What follows belongs to an exercise in optimizing a design on an open flow for small area and a short achievable clock period; a production flow would make more cautious choices. Where RTL was checked, it was by simulation tests only, not by an equivalence proof against the original. Only the layout flow was run in run 1; the RTL was not checked for function there. Power figures rest on the tool's default switching activity, not on a simulated workload.

`flow/config.mk`:
```
export PLATFORM = sky130hd
export DESIGN_NAME = OnboardTop
export DESIGN_NICKNAME = OnboardTop
export VERILOG_FILES = /design/flow/design.v
export SDC_FILE = /design/flow/constraint.sdc
export NUM_CORES = 8
export LEC_CHECK = 0
export CAP_MARGIN = 20
export CORE_MARGIN = 2
export CORE_UTILIZATION = 70
export CTS_CLUSTER_DIAMETER = 80
export CTS_CLUSTER_SIZE = 30
export SETUP_SLACK_MARGIN = 4.0
export SLEW_MARGIN = 20
export SYNTH_HIERARCHICAL = 1
export SYNTH_MINIMUM_KEEP_SIZE = 0
```
`flow/run.sh`:
```
#!/bin/bash
# synth_recipe.tcl (not shown) runs the flow's synth.tcl, then flattens the netlist and writes it again
# the make line also repeats each setting of config.mk as NAME=value (left out here)
make -C /OpenROAD-flow-scripts/flow DESIGN_CONFIG=/design/flow/config.mk WORK_HOME=/design/flow/orfs CLKGATE_MAP_FILE= SYNTH_SCRIPT=/design/flow/synth_recipe.tcl finish
```
`flow/constraint.sdc`:
```
create_clock -name core_clock -period 7.0 [get_ports {JB_TCK}]
set_input_delay 1.4000 -clock core_clock [delete_from_list [all_inputs] [get_ports {JB_TCK}]]
set_output_delay 1.4000 -clock core_clock [all_outputs]
set_load 0.01 [all_outputs]
```
`flow/design.v`:
```
`timescale 1ns / 1ps
`timescale 1ns / 1ps
module TMemory(
    input           clk,
    input           rst,
    input           rst_n,       
    input  [3:0]    we4,         
    input  [15:0]   hi,          
    input  [15:0]   lo,          
    input  [31:0]   lo_n,        
    input  [7:0]    write_data,
    input           par,
    output [7:0]    read_raw
    );
    localparam integer NWORDS = 256;
    localparam integer NINIT  = 109;
    localparam [NINIT*8-1:0] INIT = {
        256'h4C6FB3A128F532FAFDC0E5FD0017D40E5C54FB5CD49E2BF1A4931D3AC7AEA9EC,
        256'h0902C0251609522DD8BBA80AEF965CD4FE965C549B86C0F53A373886C025A66F,
        256'hD3285517F4F5325517A4E35CA4C36FB3F1CEC21704090200670220FDC0F5329A,
        104'hF0A12BA1C8F1A4B31186F0B102
    };
    wire [7:0] c_wr  = write_data ^ {8{par}};
    wire [7:0] c_one = rst ? {8{~par}} : c_wr;      
    wire [7:0] c_zer = rst ? {8{par}}  : c_wr;      
    reg  [NWORDS*8-1:0] MEM;
    wire [15:0]         whi;
    wire [NWORDS-1:0]   wen;         
    wire [NWORDS-1:0]   keep;        
    genvar k, j;
    generate
        for (k = 0; k < 16; k = k + 1) begin : g_whi
            assign whi[k] = hi[k] & we4[k / 4];
        end
        for (k = 0; k < NWORDS; k = k + 1) begin : g_word
            if (k < NINIT) begin : g_init
                assign wen[k]  = (whi[k / 16] & ~lo_n[(k / 128) * 16 + k % 16]) | rst;
                assign keep[k] = ~(whi[k / 16] & lo[k % 16]) & rst_n;
                for (j = 0; j < 8; j = j + 1) begin : g_bit
                    wire c = INIT[k*8+j] ? c_one[j] : c_zer[j];
                    always @(posedge clk)
                        MEM[k*8+j] <= ~((wen[k] | MEM[k*8+j]) & (keep[k] | c));
                end
            end else begin : g_plain
                assign wen[k]  = whi[k / 16] & ~lo_n[(k / 128) * 16 + k % 16];
                assign keep[k] = ~(whi[k / 16] & lo[k % 16]);
                for (j = 0; j < 8; j = j + 1) begin : g_bit
                    always @(posedge clk)
                        MEM[k*8+j] <= ~((wen[k] | MEM[k*8+j]) & (keep[k] | c_wr[j]));
                end
            end
        end
        for (j = 0; j < 8; j = j + 1) begin : g_rd
            wire [15:0] g_n;
            genvar i, w;
            for (i = 0; i < 16; i = i + 1) begin : g_grp
                wire [15:0] m;
                for (w = 0; w < 16; w = w + 1) begin : g_m
                    assign m[w] = MEM[(16*i+w)*8+j];
                end
                TMemRead16 rd16(
                    .sel_n(lo_n[(i / 8) * 16 +: 16]),
                    .bits(m),
                    .grp(hi[i]),
                    .out_n(g_n[i])
                );
            end
            assign read_raw[j] = ~(&g_n);
        end
    endgenerate
endmodule
module TMemRead16(
    input  [15:0]   sel_n,
    input  [15:0]   bits,
    input           grp,
    output          out_n
    );
    assign out_n = ~(grp & (&(sel_n | bits)));
endmodule
`timescale 1ns / 1ps
`timescale 1ns / 1ps
module Core_FSM(
    input      [3:0]    state,
    input      [3:0]    impact,
    output reg [3:0]    nextstate
    );
    always @(*) begin
        nextstate = state;
        case ({state, impact})
            8'h00: nextstate = 4'h2;
            8'h08: nextstate = 4'h6;
            8'h09: nextstate = 4'hA;
            8'h0F: nextstate = 4'hD;
            8'h1F: nextstate = 4'h0;
            8'h1B: nextstate = 4'h3;
            8'h1C: nextstate = 4'h8;
            8'h12: nextstate = 4'hB;
            8'h2B: nextstate = 4'h1;
            8'h2F: nextstate = 4'h5;
            8'h26: nextstate = 4'h7;
            8'h20: nextstate = 4'h9;
            8'h2C: nextstate = 4'hE;
            8'h3A: nextstate = 4'h4;
            8'h36: nextstate = 4'hF;
            8'h4F: nextstate = 4'h1;
            8'h41: nextstate = 4'h7;
            8'h45: nextstate = 4'hC;
            8'h5C: nextstate = 4'h0;
            8'h53: nextstate = 4'h2;
            8'h5F: nextstate = 4'h4;
            8'h52: nextstate = 4'h8;
            8'h61: nextstate = 4'h1;
            8'h62: nextstate = 4'h5;
            8'h63: nextstate = 4'h8;
            8'h69: nextstate = 4'hB;
            8'h6F: nextstate = 4'hE;
            8'h6E: nextstate = 4'hF;
            8'h70: nextstate = 4'h0;
            8'h7C: nextstate = 4'h2;
            8'h75: nextstate = 4'h5;
            8'h73: nextstate = 4'hA;
            8'h8A: nextstate = 4'h1;
            8'h8D: nextstate = 4'h3;
            8'h83: nextstate = 4'h7;
            8'h8B: nextstate = 4'hB;
            8'h82: nextstate = 4'hD;
            8'h90: nextstate = 4'h4;
            8'h91: nextstate = 4'h6;
            8'h9E: nextstate = 4'hC;
            8'h9A: nextstate = 4'hE;
            8'hA3: nextstate = 4'h2;
            8'hAF: nextstate = 4'h5;
            8'hAA: nextstate = 4'h8;
            8'hA1: nextstate = 4'hD;
            8'hBA: nextstate = 4'h1;
            8'hB5: nextstate = 4'h4;
            8'hBD: nextstate = 4'h8;
            8'hB9: nextstate = 4'hE;
            8'hCE: nextstate = 4'h3;
            8'hC9: nextstate = 4'h6;
            8'hCA: nextstate = 4'h9;
            8'hCF: nextstate = 4'hB;
            8'hC0: nextstate = 4'hE;
            8'hD2: nextstate = 4'h0;
            8'hD5: nextstate = 4'h2;
            8'hD9: nextstate = 4'h3;
            8'hDE: nextstate = 4'h5;
            8'hDF: nextstate = 4'hA;
            8'hEF: nextstate = 4'h1;
            8'hED: nextstate = 4'h4;
            8'hEC: nextstate = 4'h7;
            8'hFC: nextstate = 4'h3;
            8'hFA: nextstate = 4'h6;
            8'hF0: nextstate = 4'hA;
            8'hF4: nextstate = 4'hC;
            default: ;
        endcase
    end
endmodule
`timescale 1ns / 1ps
module OnboardTop(
    input   [15:0]  SW,
    output  [15:0]  LED,
    input           RST,
    input           JB_TCK,
    input           JB_TMS,
    input           JB_TDI,
    output          JB_TDO,
    output          JA_1,
    output          JA_2,
    output          JA_3,
    output          JA_4,
    output          JA_5,
    output          JC_1,
    output          JC_2,
    output          JC_3,
    output          JC_4
    );
    wire TCK = JB_TCK;
    wire TMS = JB_TMS;
    wire TDI = JB_TDI;
    localparam [3:0] S_TLR   = 4'd0,  S_RTI   = 4'd1,  S_SELDR = 4'd2,  S_CAPDR = 4'd3;
    localparam [3:0] S_SHDR  = 4'd4,  S_EX1DR = 4'd5,  S_PDR   = 4'd6,  S_EX2DR = 4'd7;
    localparam [3:0] S_UPDR  = 4'd8,  S_SELIR = 4'd9,  S_CAPIR = 4'd10, S_SHIR  = 4'd11;
    localparam [3:0] S_EX1IR = 4'd12, S_PIR   = 4'd13, S_EX2IR = 4'd14, S_UPIR  = 4'd15;
    localparam [3:0] CMD_BYPASS   = 4'b1111;
    localparam [3:0] CMD_SAMPLE   = 4'b0001;
    localparam [3:0] CMD_EXTEST   = 4'b0010;
    localparam [3:0] CMD_INTEST   = 4'b0011;
    localparam [3:0] CMD_IDCODE   = 4'b0100;
    localparam [3:0] CMD_RUNBIST  = 4'b0101;
    localparam [3:0] CMD_DATALOAD = 4'b0110;
    localparam [3:0] CMD_ADDRLOAD = 4'b0111;
    localparam [31:0] IDCODE = 32'hDEAD104D;
    localparam [2:0] B_IDLE = 3'd0, B_INIT = 3'd1, B_ASK = 3'd2, B_GET = 3'd3;
    localparam [2:0] B_IMP  = 3'd4, B_VER  = 3'd5, B_WAIT = 3'd6;
    reg  [3:0]  ts;          
    reg         clk_DR;      
    reg         clk_IR;      
    reg  [3:0]  sir;         
    reg         i_bypass;    
    reg         i_idcode;    
    reg         i_bsr;       
    reg         it;          
    reg         i_addr;      
    reg         i_dload;     
    reg         i_bist;      
    reg         bypass;
    reg  [8:0]  sbsr;        
    reg  [4:0]  mbsr;        
    reg  [15:0] sr;          
    reg  [15:0] maddr;       
    reg         mrst;        
    reg         ben;         
    reg         tdo_q;
    reg  [4:0]  ja_q;        
    reg         sw_sel;      
    reg  [2:0]  bs;          
    reg  [7:0]  q;           
    reg  [7:0]  rdq;         
    reg         par;         
    reg  [15:0] q_hi;        
    reg  [31:0] q_lo_n;      
    reg  [3:0]  we4;         
    reg         mrst_n;      
    reg         lastw;       
    reg         done;
    reg  [3:0]  ref_data;
    reg  [3:0]  imp_data;
    reg  [4:0]  impact;
    reg         sig_f;       
    reg         sig_nl;      
    reg  [3:0]  sig_res;     
    reg  [3:0]  cstate;      
    reg         cclk_q;
    reg [3:0] ts_n;
    always @(*) begin
        ts_n = ts;
        if (RST) begin
            ts_n = S_TLR;
        end else begin
            case (ts)
            S_TLR:   if (!TMS) ts_n = S_RTI;
            S_RTI:   if (TMS)  ts_n = S_SELDR;
            S_SELDR: ts_n = TMS ? S_SELIR : S_CAPDR;
            S_CAPDR: ts_n = TMS ? S_EX1DR : S_SHDR;
            S_SHDR:  if (TMS)  ts_n = S_EX1DR;
            S_EX1DR: ts_n = TMS ? S_UPDR : S_PDR;
            S_PDR:   if (TMS)  ts_n = S_EX2DR;
            S_EX2DR: ts_n = TMS ? S_UPDR : S_SHDR;
            S_UPDR:  ts_n = TMS ? S_SELDR : S_RTI;
            S_SELIR: ts_n = TMS ? S_TLR : S_CAPIR;
            S_CAPIR: ts_n = TMS ? S_EX1IR : S_SHIR;
            S_SHIR:  if (TMS)  ts_n = S_EX1IR;
            S_EX1IR: ts_n = TMS ? S_UPIR : S_PIR;
            S_PIR:   if (TMS)  ts_n = S_EX2IR;
            S_EX2IR: ts_n = TMS ? S_UPIR : S_SHIR;
            S_UPIR:  ts_n = TMS ? S_SELDR : S_RTI;
            endcase
        end
    end
    wire shDR = (ts == S_SHDR);
    wire shIR = (ts == S_SHIR);
    wire updDR = (ts == S_UPDR);
    wire clk_DR_n = (ts_n == S_CAPDR) ? 1'b1 :
                    (ts_n == S_EX1DR || ts_n == S_TLR) ? 1'b0 : clk_DR;
    wire clk_IR_n = (ts_n == S_CAPIR) ? 1'b1 :
                    (ts_n == S_EX1IR || ts_n == S_TLR) ? 1'b0 : clk_IR;
    wire [3:0] sir_n = RST ? CMD_IDCODE :
                       (clk_IR && shIR) ? {TDI, sir[3:1]} : sir;
    wire [3:0] ir_src = (ts_n == S_UPIR) ? sir : CMD_IDCODE;
    wire upd_ir = RST || (ts_n == S_UPIR);
    wire i_bypass_n = upd_ir ? (ir_src == CMD_BYPASS) : i_bypass;
    wire i_idcode_n = upd_ir ? (ir_src == CMD_IDCODE) : i_idcode;
    wire i_bsr_n    = upd_ir ? (ir_src == CMD_SAMPLE || ir_src == CMD_EXTEST || ir_src == CMD_INTEST) : i_bsr;
    wire it_n       = upd_ir ? (ir_src == CMD_INTEST) : it;
    wire i_addr_n   = upd_ir ? (ir_src == CMD_ADDRLOAD) : i_addr;
    wire i_dload_n  = upd_ir ? (ir_src == CMD_DATALOAD) : i_dload;
    wire rb_n       = upd_ir ? (ir_src == CMD_RUNBIST) : i_bist;
    wire i_sr     = i_addr | i_dload | i_bist;
    wire byp_n = (clk_DR && i_bypass) ? (shDR & TDI) : bypass;
    wire [8:0] sbsr_n = RST ? 9'd0 :
                        !(clk_DR && i_bsr) ? sbsr :
                        shDR ? {TDI, sbsr[8:1]} : {SW[15:11], cstate};
    wire [4:0] mbsr_n = RST ? 5'd0 :
                        (ts_n == S_UPDR) ? sbsr[8:4] : mbsr;
    wire [13:0] signature = {sig_f, sig_nl, imp_data & {4{sig_f}}, ref_data & {4{sig_f}}, sig_res};
    wire [15:0] sr_cap = i_addr ? maddr : i_bist ? {2'b00, signature} : 16'd0;
    wire [5:0]  id_inc = sr[5] ? sr[5:0] : sr[5:0] + 6'd1;
    wire [15:0] sr_n = !(clk_DR && (i_sr || i_idcode)) ? sr :
                       i_idcode ? {sr[15:6], shDR ? id_inc : 6'd0} :
                       shDR ? {TDI & ~i_bist, sr[15:1]} : sr_cap;
    wire id_bit_n = sr_n[5] | IDCODE[sr_n[4:0]];
    wire [7:0] start_addr = maddr[15:8];
    wire [7:0] end_addr   = maddr[7:0];
    wire tdo_dr_n = i_bypass ? byp_n :
                    i_idcode ? id_bit_n :
                    i_bsr    ? sbsr_n[0] :
                    i_sr     ? sr_n[0] : 1'b0;
    wire tdo_n = ((ts_n == S_SHIR) & sir_n[0]) | ((ts_n == S_SHDR) & tdo_dr_n);
    wire [7:0] rd_raw;
    wire [7:0] rdv = rdq ^ {8{~par}};    
    wire [3:0] cnext;
    reg [2:0] bs_n;
    always @(*) begin
        bs_n = bs;
        if (RST) begin
            bs_n = B_IDLE;
        end else begin
            case (bs)
            B_IDLE: if (ben) bs_n = B_INIT;
            B_INIT: bs_n = ben ? B_ASK : B_IDLE;
            B_ASK:  bs_n = !ben ? B_IDLE : done ? B_WAIT : B_GET;
            B_GET:  bs_n = ben ? B_IMP : B_IDLE;
            B_IMP:  bs_n = ben ? B_VER : B_IDLE;
            B_VER:  bs_n = !ben ? B_IDLE : fail_now ? B_WAIT : B_ASK;
            B_WAIT: if (!ben) bs_n = B_IDLE;
            default: bs_n = B_IDLE;
            endcase
        end
    end
    wire       past_end = (q > end_addr);
    wire       at_end   = (q == end_addr);
    wire       fail_now = (cstate != ref_data);
    reg [4:0] impact_n;
    always @(*) begin
        impact_n = impact;
        case (bs_n)
        B_IDLE: impact_n = 5'd0;
        B_GET:  impact_n = {1'b0, rdv[7:4]};
        B_IMP:  impact_n[4] = 1'b1;
        B_VER:  impact_n[4] = 1'b0;
        default: ;
        endcase
    end
    wire [7:0] q_n = (bs_n == B_INIT) ? start_addr :
                     (bs_n == B_GET)  ? q + 8'd1 :
                     (ts_n == S_UPDR && i_dload) ? sr[15:8] : q;
    always @(posedge TCK) begin
        bs     <= bs_n;
        impact <= impact_n;
        rdq    <= rd_raw;
        par    <= ~par;
        q    <= q_n;
        q_hi <= 16'd1 << q_n[7:4];
        we4  <= ((ts_n == S_UPDR) && i_dload) ? (4'd1 << q_n[7:6]) : 4'd0;
        q_lo_n <= ~(32'd1 << {q_n[7], q_n[3:0]});
        case (bs_n)
        B_ASK:  done <= past_end;
        B_GET: begin
            lastw    <= at_end;
            imp_data <= rdv[7:4];
            ref_data <= rdv[3:0];
        end
        default: ;
        endcase
        if (RST || bs_n == B_INIT) begin
            sig_f   <= 1'b0;
            sig_nl  <= 1'b0;
            sig_res <= 4'd0;
        end else begin
            if (bs_n == B_ASK && past_end)
                sig_nl <= 1'b0;
            else if (bs_n == B_VER)
                sig_nl <= !lastw;
            if (bs == B_VER) begin
                sig_f <= fail_now;
                if (fail_now)
                    sig_res <= cstate;
            end
        end
    end
    wire [4:0] to_core = i_bist ? impact : it ? mbsr : SW[15:11];
    wire       cstep = to_core[4] & ~cclk_q;
    Core_FSM cfsm1(
        .state(cstate),
        .impact(to_core[3:0]),
        .nextstate(cnext)
    );
    always @(posedge TCK) begin
        cclk_q <= to_core[4];
        if (RST)
            cstate <= 4'd0;
        else if (cstep)
            cstate <= cnext;
    end
    always @(posedge TCK) begin
        ts     <= ts_n;
        clk_DR <= clk_DR_n;
        clk_IR <= clk_IR_n;
        sir    <= sir_n;
        i_bypass <= i_bypass_n;
        i_idcode <= i_idcode_n;
        i_bsr    <= i_bsr_n;
        it       <= it_n;
        i_addr   <= i_addr_n;
        i_dload  <= i_dload_n;
        i_bist   <= rb_n;
        bypass <= byp_n;
        sbsr   <= sbsr_n;
        mbsr   <= mbsr_n;
        sr     <= sr_n;
        mrst   <= (ts_n == S_TLR);
        mrst_n <= (ts_n != S_TLR);
        ben    <= rb_n && (ts_n == S_RTI);
        tdo_q  <= tdo_n;
        ja_q   <= rb_n ? impact_n : it_n ? mbsr_n : 5'd0;
        sw_sel <= !rb_n && !it_n;
        if (mrst)
            maddr <= {8'h00, 8'h6C};
        else if (updDR && i_addr)
            maddr <= sr;
    end
    TMemory tmem1(
        .clk(TCK),
        .rst(mrst),
        .rst_n(mrst_n),
        .we4(we4),
        .hi(q_hi),
        .lo(16'd1 << q[3:0]),
        .lo_n(q_lo_n),
        .write_data(sr[7:0]),
        .par(par),
        .read_raw(rd_raw)
    );
    wire [4:0] ja = ja_q | (SW[15:11] & {5{sw_sel}});
    assign JB_TDO = tdo_q;
    assign LED[15:12] = cstate;
    assign LED[11:5]  = 7'b0000000;
    assign LED[4:0]   = impact;
    assign JA_1 = ja[4];
    assign JA_2 = ja[3];
    assign JA_3 = ja[2];
    assign JA_4 = ja[1];
    assign JA_5 = ja[0];
    assign JC_1 = cstate[3];
    assign JC_2 = cstate[2];
    assign JC_3 = cstate[1];
    assign JC_4 = cstate[0];
endmodule
```
==> flow_summary.ini, run 1 <==
[status]
outcome = no timing/DRC/antenna violations

[clock_tree]
root_buffer = clkbuf_16
cts_buffer_depth = 3
cts_sinks = 2220
cts_buffers = 85
clk_latency_ps = 730
postCtsHoldBufs = 0
cts_tree = done
clkSlewWorstSetupHoldPaths_ps = 110
htree_num_levels = 3

[synthesis]
synth-seq-cells = 2220
synth.yosys.seq_area_share_pct = 57.19
synth-main-ff-cell = dfxtp_1
yosys_warnings = 9
syn_area_sq_mm = 0.07815
yosysTopAreaCell = dfxtp_1
netlist_instances = 7802
yosysTopAreaCellShare_pct = 56.23
synth-edff-count = 25
syn_area_per_cell_sq_um = 10.02
synthTopCellsByArea = dfxtp_1 (56%), o22ai_1 (23%), nor2_1 (1.9%), nand3_1 (1.7%), o2bb2ai_1 (1.4%)
synth-async-reset-ratio_pct = 0
netlist-cell-type-count = 103

[final_layout]
multi_input_area_sq_mm = 0.03186
fillers = 8023
final_nets = 7584
final_core_util_pct = 74.64
design_area_sq_mm = 0.08260
syn_to_final_growth_pct = 5.693
seq_area_sq_mm = 0.04479
drive_above_1_share_pct = 6.532

[routing]
first_pass_iters = 6
drtAntennaViolNets = 0
vias = 69930
drt_wl_total_mm = 262.5
wl_per_cell_um = 29.00
drt_iter0_drc = 10110
drc_errors = 0
viasPerCell = 7.724

[worst_setup_path]
worstSetupPathType = in -> reg
crit_path_max_fanout = 6
slowest_delay_ps = 350
crit_chain = buf_8, mux2i_4, o21ai_2, buf_2, or4bb_1, o32ai_2, a211oi_2, nand3_1, nor3_2, nand4_4, mux2_4, mux2i_1, nor2_1
critPathArrivalTime_ps = 3900
r2r_setup_slack_ps = 3780
end_kind = flop
crit_path_top_delay_cell = a211oi_2
critPathLaunchType = input port
cp.required_ps = 7600

[die]
die_y_um = 338.1
initial_core_util_pct = 70.62
core_area_sq_mm = 0.1107
rows = 122
ios = 46
dieArea_sq_mm = 0.1143
die_w_um = 338.1

[pwr]
total_power_mw = 22.62
power_density_mw_per_mm2 = 273.8
irDropWorstVdd_v = 0.0002511
p_leak_nw = 28.75

[timing]
rsz0062_at_grt = yes
setup_viol = 0
slew_headroom_pct = 16.77
fin_skew_ps = 29.01
setup_tns_ps = 0
drv_slew = 0
hold_viol = 0
period_minus_slack_ps = 3294
finalCritPeriodShare_pct = 47.05
max_freq_mhz = 303.6
worst_slew_pin_slew_ps = 1248

[placement]
placed_area_sq_mm = 0.07918
place_hpwl_mm = 154.5
globalplace.congestion = 0.9694
numPortBuffers = 27

[min_path]
hold_path_class = reg -> reg

[grt]
grt_pass1_vias = 64870
grt_use_total_pct = 43.34
grt_pass1_wl_mm = 390.8
grt_max_degree = 133
antenna_found_initial = 12
globalRoute.totalOverflow = 0

[run]
maxCapViolCount = 0
## area by class of cell
cell class                      instances  share of cell area, %
Antenna cell                            3               0.009088
Timing Repair Buffer                  182                  2.019
Inverter                               26                 0.1227
Tap cell                             1488                  2.254
Clock buffer                           92                  2.683
Multi-Input combinational cell       5034                  38.57
Sequential cell                      2220                  54.22
Clock inverter                          9                 0.1242
## synthesized netlist by cell type (52+ instances only)
cell          n
o22ai_1    2819
o2bb2ai_1   129
nor2_1      401
a21boi_1     99
clkbuf_1    222
o21ai_0     156
and2_1      132
buf_1        96
dfxtp_1    2195
nor2b_1      52
nor3_1      146
nor4_1      133
buf_2       181
o21bai_1     97
nand2_1     145
nand3_1     270
## metal layers
metal | vias up | global-route usage (%) | wire length, um
li1 | 30310 | - | -
met2 | 5056 | 64.71 | 114200
met1 | 33430 | 56.61 | 97800
met4 | 18 | 28.54 | 19840
met5 | - | 0 | 119
met3 | 1117 | 9.894 | 30600
## power by group
part / total (mW) / switching [mW] / internal [mW]
logic: 2.06 / 1.24 / 0.824
clock network: 6.17 / 3.83 / 2.34
registers: 14.4 / 0.639 / 13.7
## kinds of logic (layout without fill, tap and decap cells)
group | Yosys count | in the layout | synth area share, %
AO/OA/AOI/OAI | 3469 | 3473 | 28.68
flip-flops | 2220 | 2220 | 57.19
AND/OR/NAND/NOR | 1452 | 1453 | 9.497
buffers and inverters | 560 | 309 | 3.234
multiplexers | 43 | 44 | 0.5763
XOR/XNOR | 42 | 42 | 0.5859
adder cells (fa/ha/maj) | 15 | 15 | 0.2401
other | 1 | 10 | 0.004798
## critical path, delay by kind of cell
kind	cells	cell delay (ps)
buffers and inverters	2	350
muxes	3	560
and+or+nand+nor	5	890
AOI/OAI and AO/OA	3	700
## registers in the layout, summed over array words and instances (netlist names), 3 cells and up
name,count
q,8
sir,4
we4,4
tmem1.MEM,2048
ja_q,5
mbsr,5
rdq,8
imp_data,4
impact,5
ts,4
sr,16
sbsr,9
maddr,16
ref_data,4
q_lo_n,32
q_hi,16
sig_res,4
bs,3
cstate,4
## cell usage in the layout (no fill, tap or decap), types with 115 or more instances in the layout
| cell | count |
|---|---|
| o22ai_1 | 2819 |
| dfxtp_1 | 2149 |
| nor2_1 | 393 |
| nand3_1 | 268 |
| o21ai_0 | 152 |
| nand2_1 | 145 |
| nor3_1 | 142 |
| nor4_1 | 129 |
| o2bb2ai_1 | 129 |
| and2_1 | 119 |
| buf_4 | 115 |
## Yosys stat by module (local to each module, per instance)
module,cell area [sq um],times used,flip-flops and latches,cells inside
TMemRead16,72.57,128,0,13
TMemory,60270,1,2048,5188
OnboardTop,7317,1,172,781
Core_FSM,1272,1,0,169
## timing repair
item / CTS / global route
gates cloned: 8 / 3
pin swaps: 17 / 8
endpoints found under the setup margin: 241 / 127
buffers inserted: 31 / 15
resized for setup: 143 / 65
## through the flow
stage	hold slack [ps]	setup WS, ps	std cells
3_3_place_gp	408.4	2032	8892
3_5_place_dp	416.1	1953	8893
4_1_cts	431.9	3804	9033
5_1_grt	443.4	3678	9051
6_report	431.9	3706	9054
2_1_floorplan	399.3	3480	7808
## path summary, 6_finish.rpt
path | end | cells past startpoint | from
max | cstate[3] | 13 | SW[13]
max reg2reg | cstate[3] | 13 | it
min | tmem1.MEM[1002] | 1 | tmem1.MEM[1002]
min reg2reg | tmem1.MEM[1002] | 1 | tmem1.MEM[1002]
==> inputs of run 2 (changes only) <==
--- a/flow/design.v
+++ b/flow/design.v
@@ -53,17 +53,12 @@
         for (j = 0; j < 8; j = j + 1) begin : g_rd
-            wire [15:0] g_n;
+            wire [15:0] g;
             genvar i, w;
             for (i = 0; i < 16; i = i + 1) begin : g_grp
-                wire [15:0] m;
-                for (w = 0; w < 16; w = w + 1) begin : g_m
-                    assign m[w] = MEM[(16*i+w)*8+j];
+                wire [15:0] t;
+                for (w = 0; w < 16; w = w + 1) begin : g_t
+                    assign t[w] = lo_n[(i / 8) * 16 + w] | MEM[(16*i+w)*8+j];
                 end
-                TMemRead16 rd16(
-                    .sel_n(lo_n[(i / 8) * 16 +: 16]),
-                    .bits(m),
-                    .grp(hi[i]),
-                    .out_n(g_n[i])
-                );
+                assign g[i] = hi[i] & (&t);
             end
-            assign read_raw[j] = ~(&g_n);
+            assign read_raw[j] = |g;
         end
@@ -71,10 +66,2 @@
 endmodule
-module TMemRead16(
-    input  [15:0]   sel_n,
-    input  [15:0]   bits,
-    input           grp,
-    output          out_n
-    );
-    assign out_n = ~(grp & (&(sel_n | bits)));
-endmodule
 `timescale 1ns / 1ps
==> flow/flow/run.sh (new file) <==
#!/bin/bash
# Layout flow: the standard flow (standard.sh), except that synthesis runs
# flow/hybrid_synth.tcl instead of synth_recipe.tcl. hybrid_synth.tcl is the
# standard synthesis with the memory read tree mapped by ABC's speed script;
# the registers, their names and cell types are those of the standard
# synthesis (ABC runs after flip-flop mapping and maps only logic).
set -euo pipefail
here=$(pwd)
cp flow/hybrid_synth.tcl "$here/hybrid_synth.tcl"
sed "s#SYNTH_SCRIPT=[^ ]*#SYNTH_SCRIPT=$here/hybrid_synth.tcl#" standard.sh > hybrid_standard.sh
grep -q "SYNTH_SCRIPT=$here/hybrid_synth.tcl" hybrid_standard.sh
bash hybrid_standard.sh > flow.log 2>&1
==> flow/flow/hybrid_synth.tcl (new file) <==
proc synth {args} { yosys synth -nofsm -noshare {*}$args }
proc abc {args} {
  set i [lsearch -exact $args -script]
  set speed_args [lreplace $args [expr {$i+1}] [expr {$i+1}] $::env(SCRIPTS_DIR)/abc_speed.script]
  yosys select -set rdcone {c:rdq*} {%ci1:+[D]} {%ci*:-sky130_fd_sc_hd__dfxtp_1:-sky130_fd_sc_hd__edfxtp_1}
  yosys select -set rdgates {@rdcone} {t:$_*} {%i}
  yosys abc {*}$speed_args {@rdgates}
  yosys abc {*}$args
}
source $::env(SCRIPTS_DIR)/synth.tcl
# left out here: clear keep_hierarchy, flatten, clean up, hide names made inside functions, write 1_2_yosys.v
==> flow/standard.sh (new file) <==
#!/bin/bash
# synth_recipe.tcl (not shown) runs the flow's synth.tcl, then flattens the netlist and writes it again
# the make line also repeats each setting of config.mk as NAME=value (left out here)
make -C /OpenROAD-flow-scripts/flow DESIGN_CONFIG=/design/flow/config.mk WORK_HOME=/design/flow/orfs CLKGATE_MAP_FILE= SYNTH_SCRIPT=/design/flow/synth_recipe.tcl "${@:-finish}"
--- a/flow/config.mk
+++ b/flow/config.mk
@@ -7,2 +7,3 @@
 export LEC_CHECK = 0
+export ABC_AREA = 1
 export CAP_MARGIN = 20
@@ -14,3 +15 @@
 export SLEW_MARGIN = 20
-export SYNTH_HIERARCHICAL = 1
-export SYNTH_MINIMUM_KEEP_SIZE = 0
removed: flow/run.sh
==> run 2 against run 1 <==
Compared with the run above:
- sequential power increased by 12%
- synthesized cell count increased by 1.7%
- critical path depth decreased by 6
- core utilization decreased by 0.45 points
- non-clock buffer count decreased by 14
- clock power about the same
- worst hold slack improved by 26 ps
- global-route usage increased by 3.8 points
- worst setup slack improved by 48 ps
==> flow_summary.ini, run 2 <==
[worst_setup_path]
crit_path_max_fanout = 37
critPathCapture = rdq[6]
cp.required_ps = 7680
end_kind = flop
crit_start = q_lo_n[2]
worstSetupPathType = reg -> reg
r2r-end = rdq[6]
r2r_start = q_lo_n[2]
critPathLaunchType = flop
r2r_setup_slack_ps = 3750
rr_worst_depth = 7
critPathArrivalTime_ps = 3920

[routing]
drc_errors = 0
drt_wl_total_mm = 279.1
wl_per_cell_um = 30.74
drtAntennaViolNets = 0
drt_iter0_drc = 12240
viasPerCell = 7.918
vias = 71900
first_pass_iters = 9

[synthesis]
synth-async-reset-ratio_pct = 0
netlist_instances = 7931
synthTopCellsByArea = dfxtp_1 (57%), o22ai_1 (22%), nand2_1 (2.3%), nor2_1 (1.9%), o22a_1 (1.8%)
synth-main-ff-cell = dfxtp_1
yosys_warnings = 3
syn_area_sq_mm = 0.07740
yosysMostFrequentCell = o22ai_1
yosysTopAreaCellShare_pct = 56.77
synth-seq-cells = 2220
synth-edff-count = 25
yosysTopAreaCell = dfxtp_1
synthTopCellsByCount = o22ai_1 (2672), dfxtp_1 (2195), nand2_1 (476)
synth.yosys.seq_area_share_pct = 57.74
netlist-cell-type-count = 57
syn_area_per_cell_sq_um = 9.759

[timing]
worst_slew_pin_slew_ps = 1091
drv_slew = 0
period_minus_slack_ps = 3245
hold_viol = 0
fin_skew_ps = 45.42
max_freq_mhz = 308.1
setup_viol = 0
rsz0062_at_grt = yes
setup_tns_ps = 0
slew_headroom_pct = 27.24
finalCritPeriodShare_pct = 46.36

[min_path]
hold_path_class = reg -> reg
hold_path_depth = 1

[die]
dieArea_sq_mm = 0.1132
die_w_um = 336.5
ios = 46
rows = 121
core_area_sq_mm = 0.1093
die_y_um = 336.5
initial_core_util_pct = 70.81

[clock_tree]
root_buffer = clkbuf_16
cts_sinks = 2220
htree_num_levels = 3
postCtsHoldBufs = 0
clk_latency_ps = 750
cts_buffer_depth = 3
clkSlewWorstSetupHoldPaths_ps = 120
cts_tree = done
cts_buffers = 85

[final_layout]
drive_above_1_share_pct = 6.040
largest_reg_flops = 2048
top_register = tmem1.MEM
reg_top3 = tmem1.MEM (2048), q_lo_n (32)
final_nets = 7621
final_common_cell = o22ai_1
syn_to_final_growth_pct = 4.767
final_cells = 9081
layout_common_cells = o22ai_1 (2672), dfxtp_1 (2154), nand2_1 (473)

[pwr]
switching_share_pct = 35.84
internal-power_mw = 19.22
seq_power_share_pct = 53.8
pwr-share-clk_pct = 20.7
p_sw_mw = 10.74
pwr-share-comb_pct = 25.5
power_density_mw_per_mm2 = 369.4
irDropWorstVdd_v = 0.0005778
p_leak_nw = 29.78
total_power_mw = 29.95

[placement]
numPortBuffers = 27
dp.cells = 8942
globalplace.congestion = 0.9694
place_hpwl_mm = 169.0

[status]
outcome = no timing/DRC/antenna violations

[grt]
grt_pass1_wl_mm = 408.5
grt_use_total_pct = 47.11
grt_max_degree = 150
globalRoute.totalOverflow = 0
antenna_found_initial = 15
grt_pass1_vias = 65660

[run]
maxCapViolCount = 0
[run 2: changes by cell type after synthesis, moves of 99 or more]
cell / delta
nand3_1: -155
and2_1: -132
o221ai_1: +112
o2111ai_1: +119
clkbuf_1: +118
o22ai_1: -147
o2bb2ai_1: -129
nand2_1: +331
inv_1: +129
a21oi_1: +125
o22a_1: +159
o21ai_1: +109
a21boi_1: -99
[run 2: kinds of logic (layout without fill, tap and decap cells)]
| kind of cell | count (synthesis) | after routing | synth area share [%] |
|---|---|---|---|
| AOI/OAI and AO/OA | 3508 | 3510 | 29.19 |
| DFF | 2220 | 2220 | 57.74 |
| and+or+nand+nor | 1373 | 1373 | 7.966 |
| buffers and inverters | 791 | 451 | 4.594 |
| xor gates and xnor gates | 23 | 23 | 0.2603 |
| adders and majority gates | 15 | 15 | 0.2425 |
| other | 1 | 13 | 0.004845 |
[run 2: per-layer routing]
metal	share of wire, %	vias to the layer above	track usage, %
li1	-	30300	-
met1	37	34480	61.43
met2	42	5788	67.78
met3	14	1304	14.19
met4	7.7	28	31.22
met5	0.062	-	0
[run 2: final cells by class]
type	instances	area (sq um)
inverters	182	747.0
fillers	8008	28220
repair buffers	168	1625
flip-flops and latches	2220	44780
clock inverters	9	117.6
repair inverters	1	8.758
clock buffers	91	2192
multi-input cells	4928	29760
diodes	6	15.01
well taps	1476	1847
[run 2: worst min-delay path by stage]
stage                               start              end  slack (ps)
after CTS                 tmem1.MEM[1428]  tmem1.MEM[1428]         460
after global placement    tmem1.MEM[1319]  tmem1.MEM[1319]         440
final                     tmem1.MEM[1428]  tmem1.MEM[1428]         460
after floorplan           tmem1.MEM[1041]  tmem1.MEM[1041]         430
after global routing      tmem1.MEM[1045]  tmem1.MEM[1045]         470
after detailed placement  tmem1.MEM[1428]  tmem1.MEM[1428]         440
[run 2: critical path, cell delays in order, from the launching register on]
cell	delay, ps
dfxtp_2	340
buf_4	480
buf_6	450
o22ai_1	170
nor4_1	560
o2111ai_1	280
nand4_1	560
or4_1	270
[run 2: power groups by stage]
stage          logic, mW  registers [mW]  clock network [mW]
5_1_grt             7.71            16.3                6.55
6_report            7.63            16.1                6.19
2_1_floorplan       4.52            15.7                   0
3_3_place_gp        6.70            16.2                   0
4_1_cts             7.05            16.0                6.11
3_5_place_dp        6.85            16.3                   0
[run 2: timing repair]
action | in CTS | in global routing
setup endpoints to repair | 893 | 471
cloned | 5 | 1
pin swaps | 7 | 5
gates resized for setup | 138 | 66
buffers inserted | 18 | 9
[run 2: stage by stage]
| stage | worst slack (ps) | hold WS [ps] | instance area, sq um | utilization (%) |
|---|---|---|---|---|
| CTS | 3798 | 458.8 | 80710 | 73.84 |
| global placement | 2518 | 436.1 | 77890 | 71.26 |
| finish | 3755 | 457.9 | 81090 | 74.19 |
| floorplan | 3986 | 428.9 | 77440 | - |
| detailed placement | 2413 | 443.5 | 77890 | 71.26 |
| global route | 3845 | 468.9 | 81080 | 74.17 |
==> inputs of run 3 (changes only) <==
--- a/flow/config.mk
+++ b/flow/config.mk
@@ -13,3 +13,3 @@
 export CTS_CLUSTER_SIZE = 30
-export SETUP_SLACK_MARGIN = 4.0
+export SETUP_SLACK_MARGIN = 4.2
 export SLEW_MARGIN = 20
==> run 3 against run 2 <==
Compared with the run above:
- still clean on timing, DRC and antenna
- critical path depth stayed put
- clock-buffer cell count grew 1
- via count up 1.1%
- flip-flop and latch count is the same
- maximum frequency fell by 3.0%
- sequential share of layout area shrank 0.68 points
- routed wire length is 0.99% higher
- first-iteration DRC count fell by 3.6%
- non-clock buffer count grew 18
- global-route usage up 0.35 points
- largest cell class unchanged
- highest routed layer unchanged
==> flow_summary.ini, run 3 <==
[final_layout]
final_nets = 7641
syn_to_final_growth_pct = 6.141
reg_top3 = tmem1.MEM (2048), q_lo_n (32)
layout_common_cells = o22ai_1 (2671), dfxtp_1 (2152), nand2_1 (461)
final_cells = 9101
final_core_util_pct = 75.16
top_register = tmem1.MEM
final_common_cell = o22ai_1
largest_reg_flops = 2048
drive_above_1_share_pct = 7.627
design_area_sq_mm = 0.08216

[pwr]
switching_share_pct = 36.01
pwr-share-clk_pct = 20.3
power_density_mw_per_mm2 = 369.9
internal-power_mw = 19.45
p_leak_nw = 30.03
pwr-share-comb_pct = 26.5
p_sw_mw = 10.94
seq_power_share_pct = 53.2
irDropWorstVdd_v = 0.0003292
total_power_mw = 30.39

[clock_tree]
cts_buffer_depth = 3
cts_buffers = 84
htree_num_levels = 3
clkSlewWorstSetupHoldPaths_ps = 120
clk_latency_ps = 760
root_buffer = clkbuf_16
cts_sinks = 2220
postCtsHoldBufs = 0
cts_tree = done

[synthesis]
synth-xor-area-share_pct = 0.2603
syn_area_per_cell_sq_um = 9.759
yosys_warnings = 3
yosysTopAreaCell = dfxtp_1
synth-main-ff-cell = dfxtp_1
synthTopCellsByArea = dfxtp_1 (57%), o22ai_1 (22%), nand2_1 (2.3%), nor2_1 (1.9%), o22a_1 (1.8%)
syn_area_sq_mm = 0.07740
yosysTopAreaCellShare_pct = 56.77
synth.yosys.seq_area_share_pct = 57.74
muxShareOfSynthArea_pct = 0
synth-adder-area-share_pct = 0.2425
synthTopCellsByCount = o22ai_1 (2672), dfxtp_1 (2195), nand2_1 (476)
synth_compound_area_share_pct = 29.19
synth_top_family_by_area = compound AO/OA/AOI/OAI gates
netlist_instances = 7931
synth-async-reset-ratio_pct = 0
netlist-cell-type-count = 57
synth-edff-count = 25
synth-seq-cells = 2220
synth-simple-area-share_pct = 7.966
yosysMostFrequentCell = o22ai_1

[worst_setup_path]
critPathLaunchType = flop
critPathArrivalTime_ps = 4030
cpLargestDelayFamily = compound AO/OA/AOI/OAI gates
crit_path_top_delay_cell = o211ai_1
crit_path_max_fanout = 37
crit_top_cell = buf_6
cp_num_buf_inv = 2
end_kind = flop
slowest_delay_ps = 1100
crit_chain = buf_6, buf_6, nor2_1, nor4_1, nand3_1, o211ai_1, or4_4
cp.required_ps = 7690
worstSetupPathType = reg -> reg

[timing]
rsz0062_at_grt = yes
setup_tns_ps = 0
slew_headroom_pct = 12.44
hold_viol = 0
timing.hold.ws_ps = 458.2
timing.final.ws_setup_ps = 3655
max_freq_mhz = 298.9
setup_viol = 0
drv_slew = 0
worst_slew_pin_slew_ps = 1308
period_minus_slack_ps = 3345
finalCritPeriodShare_pct = 47.79
fin_skew_ps = 34.84

[die]
rows = 121
core_area_sq_mm = 0.1093
initial_core_util_pct = 70.81
ios = 46
die_y_um = 336.5
die_w_um = 336.5
dieArea_sq_mm = 0.1132

[routing]
wl_met3_mm = 41.86
wl_per_cell_um = 30.98
drt_wl_total_mm = 281.9
vias = 72670
drt_iter0_drc = 11800
wl_met1_mm = 102.6
viasPerCell = 7.985
highest_layer = met5
drc_errors = 0
met2_length_mm = 116.9
drtAntennaViolNets = 0
first_pass_iters = 9

[min_path]
hold_path_class = reg -> reg

[grt]
grt_pass1_wl_mm = 411.9
antenna_found_initial = 15
grt_pass1_vias = 66630
grt_max_degree = 150
globalRoute.totalOverflow = 0
grt_use_total_pct = 47.46

[placement]
numPortBuffers = 27
globalplace.congestion = 0.9650
placed_area_sq_mm = 0.07804
pre_cts_ws_ps = 2404
dp.cells = 8932
place_hpwl_mm = 168.5

[run]
maxCapViolCount = 0

[status]
outcome = no timing/DRC/antenna violations
## run 3: cell count changes in the layout (fill, tap and decap cells not counted), sizes merged
cell,delta
buf,+21
dlygate4sd2,-12
inv,-8
clkbuf,+6
clkdlybuf4s15,+4
clkinvlp,+4
o21ai,+2
bufinv,+1
diode,+1
nor2,+1
## run 3: layer usage
metal  GRT usage, %  vias up
li1               -    30360
met1          62.92    34840
met2          67.35     6088
met3          14.29     1370
met4          30.75       18
met5         0.4681        -
## run 3: worst reg2reg max path, stage by stage (launching register included)
cell and delay, ps:
dfxtp_2 350, buf_6 360, buf_6 450, nor2_1 150, nor4_1 300, nand3_1 280
o211ai_1 1100, or4_4 320
## run 3: final timing paths
path              depth (start not counted)             end  slack [ps]      startpoint
hold reg to reg                           1  tmem1.MEM[765]         460  tmem1.MEM[765]
hold / removal                            1  tmem1.MEM[765]         460  tmem1.MEM[765]
setup / recovery                          7          rdq[1]        3650       q_lo_n[1]
setup reg to reg                          7          rdq[1]        3650       q_lo_n[1]
## run 3: cells by family (layout without fill, tap and decap cells)
family                     after synthesis  after routing
xor gates and xnor gates                23             23
AOI/OAI and AO/OA                     3508           3512
DFF                                   2220           2220
adders and majority gates               15             15
other                                    1             14
buffers and inverters                  791            467
and+or+nand+nor                       1373           1374
## run 3: final cells by class
class,count,area [sq um]
Antenna cell,7,17.52
Clock buffer,92,2227
Clock inverter,6,81.33
Fill cell,7824,27150
Inverter,182,834.6
Multi-Input combinational cell,4931,30240
Sequential cell,2220,44810
Tap cell,1476,1847
Timing Repair Buffer,186,2095
Timing Repair inverter,1,8.758
## run 3: repair_timing
action / in CTS / in global routing
endpoints found under the hold margin: 0 / 0
pin swaps: 10 / 26
endpoints found under the setup margin: 1368 / 1259
resized for setup: 230 / 160
buffers inserted: 29 / 25
gates cloned: 8 / 2
## run 3: power by group through the flow
| stage | clock network, mW | registers (mW) | logic [mW] |
|---|---|---|---|
| after floorplan | 0 | 15.7 | 4.58 |
| after global placement | 0 | 16.2 | 6.68 |
| after detailed placement | 0 | 16.3 | 6.83 |
| after CTS | 6.10 | 16.1 | 7.20 |
| after global routing | 6.52 | 16.3 | 8.09 |
| final | 6.17 | 16.2 | 8.05 |
==> inputs of run 4 (changes only) <==
==> flow/flow/run.sh (replaced) <==
#!/bin/bash
# Layout flow: the standard flow (standard.sh) with one step added after
# the standard synthesis: flow/rdtree.py rebuilds the memory read tree (the
# logic feeding the rdq registers) from sky130 cells in a balanced form, and
# yosys removes the old tree. Registers, their names and cell types are those
# of the standard synthesis. Each tool writes its output to a log here.
set -euo pipefail
here=$(pwd)
R=$here/orfs/results/sky130hd/OnboardTop/base
bash standard.sh synth > synth.log 2>&1
cp $R/1_2_yosys.v standard_synth.v
python3 flow/rdtree.py standard_synth.v patched.v > rdtree.log 2>&1
YOSYS=$FLOW_HOME/../tools/install/yosys/bin/yosys
LIB=$FLOW_HOME/platforms/sky130hd/lib/sky130_fd_sc_hd__tt_025C_1v80.lib
$YOSYS -p "read_liberty -lib $LIB; read_verilog patched.v; hierarchy -top OnboardTop; opt_clean -purge; stat -liberty $LIB; write_verilog -noattr -nohex -nodec $R/1_2_yosys.v" > yosys_patch.log 2>&1
rm -f $R/1_synth.odb $R/1_synth.sdc
bash standard.sh > layout.log 2>&1
==> flow/flow/rdtree.py (new file) <==
#!/usr/bin/env python3
"""Replace the memory read tree of the synthesized netlist.

The standard synthesis maps the read tree (the logic from the memory bits and
the one-hot address registers q_hi / q_lo_n to the rdq registers' D inputs)
with mixed single-leaf and paired cells. This script builds the same function
from sky130 cells in a fixed, balanced form, per data bit j:

  for each group i of 16 words (high address nibble i):
    8 x o22ai   : !((lo_n[w] | M[w]) & (lo_n[w+1] | M[w+1]))  (pairs of words)
    2 x nor4    : AND of 8 words' (lo_n | M)
    1 x nand3   : !(q_hi[i] & both halves)        -> group result, active low
  4 x nand4 + 1 x or4 : OR over the 16 groups    -> rd[j]

and points the rdq[j] D inputs at it. The old tree is left without loads;
yosys opt_clean removes it afterwards. Registers are not touched.

usage: rdtree.py IN.v OUT.v
"""
import re, sys

src = open(sys.argv[1]).read()

def need(pat):
    if not re.search(pat, src):
        sys.exit('rdtree.py: not found in netlist: ' + pat)

for k in range(2048):
    need(r'\.Q\(\\tmem1\.MEM\[%d\] \)' % k)
for i in range(32):
    need(r'\.Q\(\\q_lo_n\[%d\] \)' % i)
for i in range(16):
    need(r'\.Q\(\\q_hi\[%d\] \)' % i)

wires, cells = [], []
cnt = [0]

def net():
    cnt[0] += 1
    n = '_rdt_n%05d_' % cnt[0]
    wires.append('  wire %s;' % n)
    return n

def cell(typ, pins):
    cnt[0] += 1
    body = ',\n'.join('    .%s(%s)' % (p, n) for p, n in pins)
    cells.append('  sky130_fd_sc_hd__%s _rdt_c%05d_ (\n%s\n  );' % (typ, cnt[0], body))

def mem(k): return '\\tmem1.MEM[%d] ' % k
def lon(i): return '\\q_lo_n[%d] ' % i
def hi(i): return '\\q_hi[%d] ' % i

rd = []
for j in range(8):
    gn = []
    for i in range(16):
        ys = []
        for p in range(8):
            w0, w1 = 2 * p, 2 * p + 1
            y = net()
            cell('o22ai_1', [('A1', lon((i // 8) * 16 + w0)), ('A2', mem((16 * i + w0) * 8 + j)),
                             ('B1', lon((i // 8) * 16 + w1)), ('B2', mem((16 * i + w1) * 8 + j)),
                             ('Y', y)])
            ys.append(y)
        a = net(); cell('nor4_1', [('A', ys[0]), ('B', ys[1]), ('C', ys[2]), ('D', ys[3]), ('Y', a)])
        b = net(); cell('nor4_1', [('A', ys[4]), ('B', ys[5]), ('C', ys[6]), ('D', ys[7]), ('Y', b)])
        g = net(); cell('nand3_1', [('A', hi(i)), ('B', a), ('C', b), ('Y', g)])
        gn.append(g)
    o = []
    for k in range(4):
        x = net()
        cell('nand4_1', [('A', gn[4*k]), ('B', gn[4*k+1]), ('C', gn[4*k+2]), ('D', gn[4*k+3]), ('Y', x)])
        o.append(x)
    r = net()
    cell('or4_1', [('A', o[0]), ('B', o[1]), ('C', o[2]), ('D', o[3]), ('X', r)])
    rd.append(r)

out = src
for j in range(8):
    pat = re.compile(r'(\\rdq\[%d\]\$_DFF_P_\s*\(\s*\.CLK\([^)]*\),\s*\.D\()([^)]*)(\))' % j)
    out, n = pat.subn(lambda m: m.group(1) + rd[j] + m.group(3), out)
    if n != 1:
        sys.exit('rdtree.py: rdq[%d] flip-flop not found' % j)

i = out.rindex('endmodule')
out = out[:i] + '\n'.join(wires) + '\n' + '\n'.join(cells) + '\n' + out[i:]
open(sys.argv[2], 'w').write(out)
print('rdtree.py: %d cells added' % len(cells))
removed: flow/flow/hybrid_synth.tcl
==> run 4 against run 3 <==
Compared with the run above:
- non-clock buffer count shrank 33
- global-route usage fell by 3.0 points
- flip-flop and latch count stayed put
- highest routed layer unchanged
- critical path depth down 3
- sequential power fell by 2%
- first-iteration DRC count up 1.4%
- die area is 2.5% lower
- largest cell class unchanged
- sequential share of layout area up 1.4 points
==> flow_summary.ini, run 4 <==
[status]
outcome = no timing/DRC/antenna violations

[final_layout]
syn_to_final_growth_pct = 6.209
layout_common_cells = o22ai_1 (3073), dfxtp_1 (2152), nand2_1 (439)
final_nets = 7557
drive_above_1_share_pct = 5.708
largest_reg_flops = 2048
multi_input_area_sq_mm = 0.02895
final_common_cell = o22ai_1
top_register = tmem1.MEM
seq_area_sq_mm = 0.04479
design_area_sq_mm = 0.08013
fillers = 7690
reg_top3 = tmem1.MEM (2048), q_lo_n (32)

[clock_tree]
cts_sinks = 2220
clk_latency_ps = 740
cts_buffer_depth = 3
htree_num_levels = 3
root_buffer = clkbuf_16
clkSlewWorstSetupHoldPaths_ps = 100
cts_buffers = 84
cts_tree = done
postCtsHoldBufs = 0

[pwr]
irDropWorstVdd_v = 0.0003301
power_density_mw_per_mm2 = 355.3
p_leak_nw = 29.54

[routing]
wl_per_cell_um = 29.23
drtAntennaViolNets = 0
first_pass_iters = 9
vias = 70230
drc_errors = 0
drt_iter0_drc = 11970
viasPerCell = 7.852
drt_wl_total_mm = 261.4

[timing]
finalCritPeriodShare_pct = 45.03
max_freq_mhz = 317.2
setup_tns_ps = 0
slew_headroom_pct = 21.41
timing.hold.ws_ps = 461.5
drv_slew = 0
hold_viol = 0
rsz0062_at_grt = yes
worst_slew_pin_slew_ps = 1179
period_minus_slack_ps = 3152
setup_viol = 0
fin_skew_ps = 37.67
timing.final.ws_setup_ps = 3848

[die]
ios = 46
die_y_um = 332.3
initial_core_util_pct = 70.47
dieArea_sq_mm = 0.1104
rows = 120
core_area_sq_mm = 0.1071
die_w_um = 332.3

[placement]
globalplace.congestion = 0.9437
numPortBuffers = 27
pre_cts_ws_ps = 2558
place_hpwl_mm = 150.7
placed_area_sq_mm = 0.07679

[grt]
grt_max_degree = 150
grt_use_total_pct = 44.49
grt_pass1_vias = 64280
globalRoute.totalOverflow = 0
grt_pass1_wl_mm = 383.7
antenna_found_initial = 6

[worst_setup_path]
crit_path_max_fanout = 2
cp.required_ps = 5600
crit_start = SW[11]
critPathArrivalTime_ps = 1750
end_kind = primary output
critPathLaunchType = input port
r2r_start = q_lo_n[8]
worstSetupPathType = in -> out

[min_path]
hold_path_class = reg -> reg
hold_start = tmem1.MEM[1622]

[run]
maxCapViolCount = 0

[synthesis]
syn_area_per_cell_sq_um = 9.772
netlist_instances = 7720
yosys_warnings = 3
syn_area_sq_mm = 0.07544
-- run 4: worst paths after layout --
path,slack [ps],cells past startpoint,to
max,3850,4,JA_5
min reg2reg,460,1,tmem1.MEM[1622]
min,460,1,tmem1.MEM[1622]
max reg2reg,4060,6,rdq[2]
-- run 4: layout make-up --
class                   instances  share of cell area (%)
well taps                    1403                   2.191
inverters                     176                  0.9369
clock buffers                  90                   2.731
repair buffers                153                   1.986
diodes                          9                 0.02811
multi-input cells            4887                   36.13
flip-flops and latches       2220                   55.89
clock inverters                 7                  0.1015
-- run 4: what timing repair did --
| action | CTS | global route |
|---|---|---|
| cloned | 7 | 2 |
| setup buffers | 22 | 19 |
| pin swaps | 11 | 16 |
| gates resized for setup | 159 | 92 |
| endpoints found under the setup margin | 1162 | 933 |
-- run 4: routing by layer --
layer	share of wire, %	up-vias	GRT usage, %
met5	0.018	-	0
met4	7.1	6	27.99
met3	13	1066	11.67
met2	43	5315	65.25
met1	37	33640	58.72
li1	-	30200	-
-- run 4: per-stage QoR --
| step | std cells | power [mW] | utilization, % |
|---|---|---|---|
| 6_report | 8945 | 28.47 | 74.85 |
| 5_1_grt | 8936 | 29.11 | 74.83 |
| 3_3_place_gp | 8789 | 21.69 | 71.73 |
| 3_5_place_dp | 8789 | 21.92 | 71.73 |
| 2_1_floorplan | 7726 | 19.46 | - |
| 4_1_cts | 8915 | 27.77 | 74.35 |
-- run 4: worst max-delay path: stages --
cell	delay, ps
buf_12	90
inv_12	30
o21bai_4	110
buf_6	120
-- run 4: power breakdown --
group | total, mW | switching, mW | internal, mW | leakage (nW)
clock | 6.08 | 3.80 | 2.28 | 1.11
combinational | 6.64 | 4.63 | 2.00 | 9.77
sequential | 15.8 | 1.26 | 14.5 | 18.7
==> inputs of run 5 (changes only) <==
--- a/flow/flow/rdtree.py
+++ b/flow/flow/rdtree.py
@@ -16,2 +16,6 @@
 yosys opt_clean removes it afterwards. Registers are not touched.
+
+It also rebuilds the five JA outputs, JA = ja_q | (SW & sw_sel), as
+nand2(nand2(SW, sw_sel), ~ja_q) so that the path from the SW input to the
+JA output crosses two fast gates and no inverter.
 
@@ -84,2 +88,16 @@
 
+# JA outputs: JA_1..JA_5 carry bit 4..0, from SW[15..11]
+need(r'\.Q\(sw_sel\)')
+for k in range(5):
+    need(r'\.Q\(\\ja_q\[%d\] \)' % k)
+    port = 'JA_%d' % (5 - k)
+    pat = re.compile(r'\.([XY])\(%s\)' % port)
+    dead = net()
+    out, n = pat.subn(lambda m: '.%s(%s)' % (m.group(1), dead), out)
+    if n != 1:
+        sys.exit('rdtree.py: driver of %s not found' % port)
+    a = net(); cell('nand2_1', [('A', 'SW[%d]' % (11 + k)), ('B', 'sw_sel'), ('Y', a)])
+    b = net(); cell('inv_1', [('A', '\\ja_q[%d] ' % k), ('Y', b)])
+    cell('nand2_1', [('A', a), ('B', b), ('Y', port)])
+
 i = out.rindex('endmodule')
==> run 5 against run 4 <==
Compared with the run above:
- clock-buffer cell count grew 1
- global-route usage grew 0.57 points
- core utilization grew 0.12 points
- synthesized cell count grew 0.12%
- area after synthesis is essentially flat
- worst hold slack is essentially flat
- sequential share of layout area shrank 0.082 points
- sequential power is essentially flat
- via count grew 0.62%
- clock power is essentially flat
- non-clock buffer count grew 11
- final cell count grew 0.10%
- critical path type unchanged
- largest cell class unchanged
==> flow_summary.ini, run 5 <==
[final_layout]
largest_reg_flops = 2048
reg_top3 = tmem1.MEM (2048), q_lo_n (32)
layout_common_cells = o22ai_1 (3073), dfxtp_1 (2153), nand2_1 (438)
final_common_cell = o22ai_1
fillers = 7731
final_nets = 7575
syn_to_final_growth_pct = 6.359
drive_above_1_share_pct = 6.172
top_register = tmem1.MEM

[pwr]
p_sw_mw = 9.748
pwr-share-comb_pct = 23.6
switching_share_pct = 34.18
p_leak_nw = 29.56
seq_power_share_pct = 55.2
power_density_mw_per_mm2 = 355.3
pwr-share-clk_pct = 21.2
internal-power_mw = 18.77
irDropWorstVdd_v = 0.0003272

[worst_setup_path]
cp.required_ps = 5600
critPathLaunchType = input port
end_kind = primary output
critPathArrivalTime_ps = 1710
worstSetupPathType = in -> out
crit_path_max_fanout = 2

[die]
die_y_um = 332.3
rows = 120
initial_core_util_pct = 70.49
die_w_um = 332.3
ios = 46
dieArea_sq_mm = 0.1104
core_area_sq_mm = 0.1071

[routing]
first_pass_iters = 9
drc_errors = 0
drtAntennaViolNets = 0
drt_wl_total_mm = 266.1
vias = 70670
drt_iter0_drc = 12250
viasPerCell = 7.892
wl_per_cell_um = 29.72

[min_path]
hold_path_class = reg -> reg

[timing]
worst_slew_pin_slew_ps = 1352
hold_viol = 0
setup_tns_ps = 0
slew_headroom_pct = 9.892
max_freq_mhz = 321.3
timing.final.ws_setup_ps = 3887
rsz0062_at_grt = yes
period_minus_slack_ps = 3113
fin_skew_ps = 43.30
finalCritPeriodShare_pct = 44.47
drv_slew = 0
setup_viol = 0

[placement]
place_hpwl_mm = 151.6
globalplace.congestion = 0.9300
numPortBuffers = 27
pre_cts_ws_ps = 2554

[grt]
globalRoute.totalOverflow = 0
grt_pass1_wl_mm = 388.9
grt_use_total_pct = 45.05
antenna_found_initial = 5
grt_pass1_vias = 65420
grt_max_degree = 150

[status]
outcome = no timing/DRC/antenna violations

[clock_tree]
cts_buffer_depth = 3
cts_tree = done
clk_latency_ps = 730
root_buffer = clkbuf_16
htree_num_levels = 3
postCtsHoldBufs = 0
clkSlewWorstSetupHoldPaths_ps = 90
cts_sinks = 2220
cts_buffers = 84

[synthesis]
syn_area_per_cell_sq_um = 9.763
syn_area_sq_mm = 0.07546
yosys_warnings = 3
netlist_instances = 7729

[run]
maxCapViolCount = 0
run 5: cell count changes in the layout (fill, tap and decap cells not counted), sizes merged, moves of 3 or more:
cell	delta
clkbuf	+3
diode	-8
buf	+6
nand2	+10
o21bai	-5
bufbuf	+3
run 5: area by class of cell:
class	instances	area [sq um]	area share, %
sequential	2220	44790	55.81
multi-input combinational	4889	29010	36.15
clock buffer	91	2171	2.705
timing repair buffer	164	1757	2.189
tap	1403	1755	2.187
inverter	180	709.4	0.8839
clock inverter	5	53.80	0.06704
timing repair inverter	1	6.256	0.007795
antenna	1	2.502	0.003118
run 5: critical path, cell delays in order:
cell and delay, ps:
buf_8 100, nand2_4 40, nand2_2 50, buf_6 120
run 5: worst paths after layout:
kind                   start  depth (start not counted)  slack, ps         endpoint
max                   SW[11]                          4       3890             JA_5
min          tmem1.MEM[1848]                          1        460  tmem1.MEM[1848]
max reg2reg       q_lo_n[22]                          6       4000           rdq[5]
min reg2reg  tmem1.MEM[1848]                          1        460  tmem1.MEM[1848]
run 5: stage by stage:
step / hold slack, ps / util (%) / power (mW) / cell area, sq um / cells
2_1_floorplan: 429.7 / - / 19.46 / 75590 / 7735
3_3_place_gp: 442.1 / 71.69 / 21.69 / 76740 / 8799
3_5_place_dp: 449.8 / 71.69 / 21.92 / 76740 / 8799
4_1_cts: 462.9 / 74.35 / 27.82 / 79590 / 8925
5_1_grt: 472.7 / 74.97 / 29.15 / 80250 / 8953
6_report: 461.1 / 74.97 / 28.52 / 80260 / 8954
run 5: what timing repair did:
action | CTS | global route
hold endpoints to repair | 0 | 0
pin swaps | 16 | 14
setup endpoints to repair | 1126 | 1125
setup buffers | 22 | 25
gates resized for setup | 152 | 115
cloned | 8 | 3
run 5: power by group through the flow:
stage                     registers (mW)  clock network [mW]  logic (mW)
after detailed placement            15.9                   0        5.99
after global placement              15.8                   0        5.84
after global routing                15.9                6.41        6.86
after CTS                           15.6                5.98        6.19
after floorplan                     15.7                   0        3.74
final                               15.7                6.05        6.72
run 5: layer usage:
metal,part of all wire [%],routed length [um],track usage (%)
met5,0.022,58,0
met2,43,114700,67.61
met1,36,96180,58.07
met3,13,35190,10.31
met4,7.5,19930,30.96
==> inputs of run 6 (changes only) <==
--- a/flow/config.mk
+++ b/flow/config.mk
@@ -13,3 +13,3 @@
 export CTS_CLUSTER_SIZE = 30
-export SETUP_SLACK_MARGIN = 4.2
+export SETUP_SLACK_MARGIN = 4.1
 export SLEW_MARGIN = 20
==> run 6 against run 5 <==
Compared with the run above:
- sequential share of layout area is 0.34 points higher
- maximum frequency hardly changed
- total power is 0.68% lower
- cell area is 0.62% lower
- clock skew is 8.6 ps lower
- critical endpoint unchanged
==> flow_summary.ini, run 6 <==
[worst_setup_path]
r2r_setup_slack_ps = 3920
end_kind = primary output
crit_start = SW[11]
r2r-end = rdq[1]
worstSetupPathType = in -> out
r2r_start = q_lo_n[27]
critPathArrivalTime_ps = 1720
critPathLaunchType = input port
rr_worst_depth = 6
critPathCapture = JA_5
crit_path_max_fanout = 3
cp.required_ps = 5600

[die]
ios = 46
die_y_um = 332.3
die_w_um = 332.3
dieArea_sq_mm = 0.1104
core_area_sq_mm = 0.1071
rows = 120
initial_core_util_pct = 70.49

[pwr]
total_power_mw = 28.32
pwr-share-comb_pct = 22.9
power_density_mw_per_mm2 = 355.1
p_leak_nw = 29.39
irDropWorstVdd_v = 0.0003288
p_sw_mw = 9.612
internal-power_mw = 18.71
pwr-share-clk_pct = 21.4
switching_share_pct = 33.94
seq_power_share_pct = 55.7

[timing]
drv_slew = 0
max_freq_mhz = 321.0
finalCritPeriodShare_pct = 44.51
worst_slew_pin_slew_ps = 1189
fin_skew_ps = 34.68
setup_tns_ps = 0
timing.final.ws_setup_ps = 3884
setup_viol = 0
period_minus_slack_ps = 3116
slew_headroom_pct = 20.75
timing.hold.ws_ps = 462.2
rsz0062_at_grt = yes
hold_viol = 0

[routing]
viasPerCell = 7.838
first_pass_iters = 8
wl_per_cell_um = 29.00
drc_errors = 0
vias = 70040
drtAntennaViolNets = 0
drt_iter0_drc = 11640
drt_wl_total_mm = 259.1

[placement]
dp.cells = 8804
placed_area_sq_mm = 0.07677
globalplace.congestion = 0.9508
numPortBuffers = 27
place_hpwl_mm = 153.1
pre_cts_ws_ps = 2525

[grt]
use_met2_pct = 66.22
grt_use_total_pct = 44.26
top_usage_layer = met2
globalRoute.totalOverflow = 0
grt_use_met1_pct = 58.19
grt_pass1_wl_mm = 383.0
grt.met3_usage_pct = 9.925
grt_max_degree = 150
grt_pass1_vias = 64400
antenna_found_initial = 7

[clock_tree]
cts_buffer_depth = 3
clk_latency_ps = 740
cts_tree = done
clkSlewWorstSetupHoldPaths_ps = 110
root_buffer = clkbuf_16
cts_buffers = 84
htree_num_levels = 3
cts_sinks = 2220

[final_layout]
final_core_util_pct = 74.50
final_common_cell = o22ai_1
final_nets = 7549
top_register = tmem1.MEM
reg_top3 = tmem1.MEM (2048), q_lo_n (32)
syn_to_final_growth_pct = 5.697
largest_reg_flops = 2048
layout_common_cells = o22ai_1 (3073), dfxtp_1 (2156), nand2_1 (444)
drive_above_1_share_pct = 5.579
final_cells = 8936
design_area_sq_mm = 0.07976

[synthesis]
syn_area_per_cell_sq_um = 9.763
netlist_instances = 7729
yosys_warnings = 3
syn_area_sq_mm = 0.07546

[min_path]
hold_path_class = reg -> reg
hold_start = tmem1.MEM[528]

[status]
outcome = no timing/DRC/antenna violations

[run]
maxCapViolCount = 0
run 6: layer usage:
metal / share of wire (%) / vias up
li1: - / 30180
met1: 37 / 33450
met2: 43 / 5279
met3: 12 / 1117
met4: 7.6 / 10
met5: 0.036 / -
run 6: worst min path at each step:
stage | cells past startpoint | end
3_3_place_gp | 1 | tmem1.MEM[1144]
3_5_place_dp | 1 | tmem1.MEM[137]
5_1_grt | 1 | tmem1.MEM[1789]
2_1_floorplan | 2 | bypass
6_report | 1 | tmem1.MEM[528]
4_1_cts | 1 | tmem1.MEM[154]
run 6: area by class of cell:
type / count / area [sq um]
clock inverter: 9 / 93.84
clock buffer: 91 / 2181
tap: 1403 / 1755
sequential: 2220 / 44780
antenna: 5 / 12.51
inverter: 180 / 690.7
fill: 7816 / 27290
multi-input combinational: 4888 / 28900
timing repair buffer: 140 / 1340
run 6: power by group through the flow:
stage,sequential [mW],combinational (mW),clock (mW)
6_report,15.8,6.49,6.06
5_1_grt,15.9,6.60,6.42
4_1_cts,15.7,6.04,6.01
3_5_place_dp,16.0,5.99,0
3_3_place_gp,15.9,5.83,0
2_1_floorplan,15.7,3.74,0
run 6: repair_timing:
item | 4_1_cts | 5_1_grt
hold buffers | 0 | 0
buffers inserted | 15 | 8
resized for setup | 133 | 66
setup endpoints to repair | 641 | 708
gates cloned | 3 | 1
pin swaps | 11 | 5
run 6: worst max-delay path, cell delays in order:
cell and delay (ps):
buf_8 100, nand2_4 40, nand2_2 50, buf_6 110

-- what the ideal ports hide --
No port has a modelled driver above. Below, the same layouts with a new extraction and two added sets of constraints. Step 1, drivers: a clkbuf_16 drives JB_TCK and a buf_2 each remaining input, both assumed. Step 2 also shifts input and output timing later by t, the mid clock arrival at the registers, as if the neighbouring blocks saw the same clock. Three values: no drivers, after step 1, after step 2; two values: the first two.
| run | t (ns) | setup slack, ns | latest minus earliest clock arrival (ns) | slew at the worst register clock pin (ns) | cell pins on the clock port's net |
|---|---|---|---|---|---|
| run 1 | 0.807 | 3.706 / 3.733 / 2.926 | 0.044 / 0.043 | 0.12 / 0.12 | 1 |
| run 2 | 0.804 | 3.755 / 3.755 / 3.350 | 0.046 / 0.046 | 0.12 / 0.12 | 1 |
| run 3 | 0.817 | 3.655 / 3.655 / 3.498 | 0.038 / 0.039 | 0.12 / 0.12 | 1 |
| run 4 | 0.803 | 3.848 / 3.785 / 3.489 | 0.047 / 0.047 | 0.12 / 0.12 | 1 |
| run 5 | 0.784 | 3.887 / 3.849 / 3.527 | 0.045 / 0.045 | 0.12 / 0.12 | 1 |
| run 6 | 0.814 | 3.884 / 3.845 / 3.439 | 0.041 / 0.041 | 0.12 / 0.12 | 1 |
After both steps setup and hold are still met in every run listed. The setup slack of run 1, which loses most, moves by +0.027 ns with the drivers and by -0.780 ns with both steps.
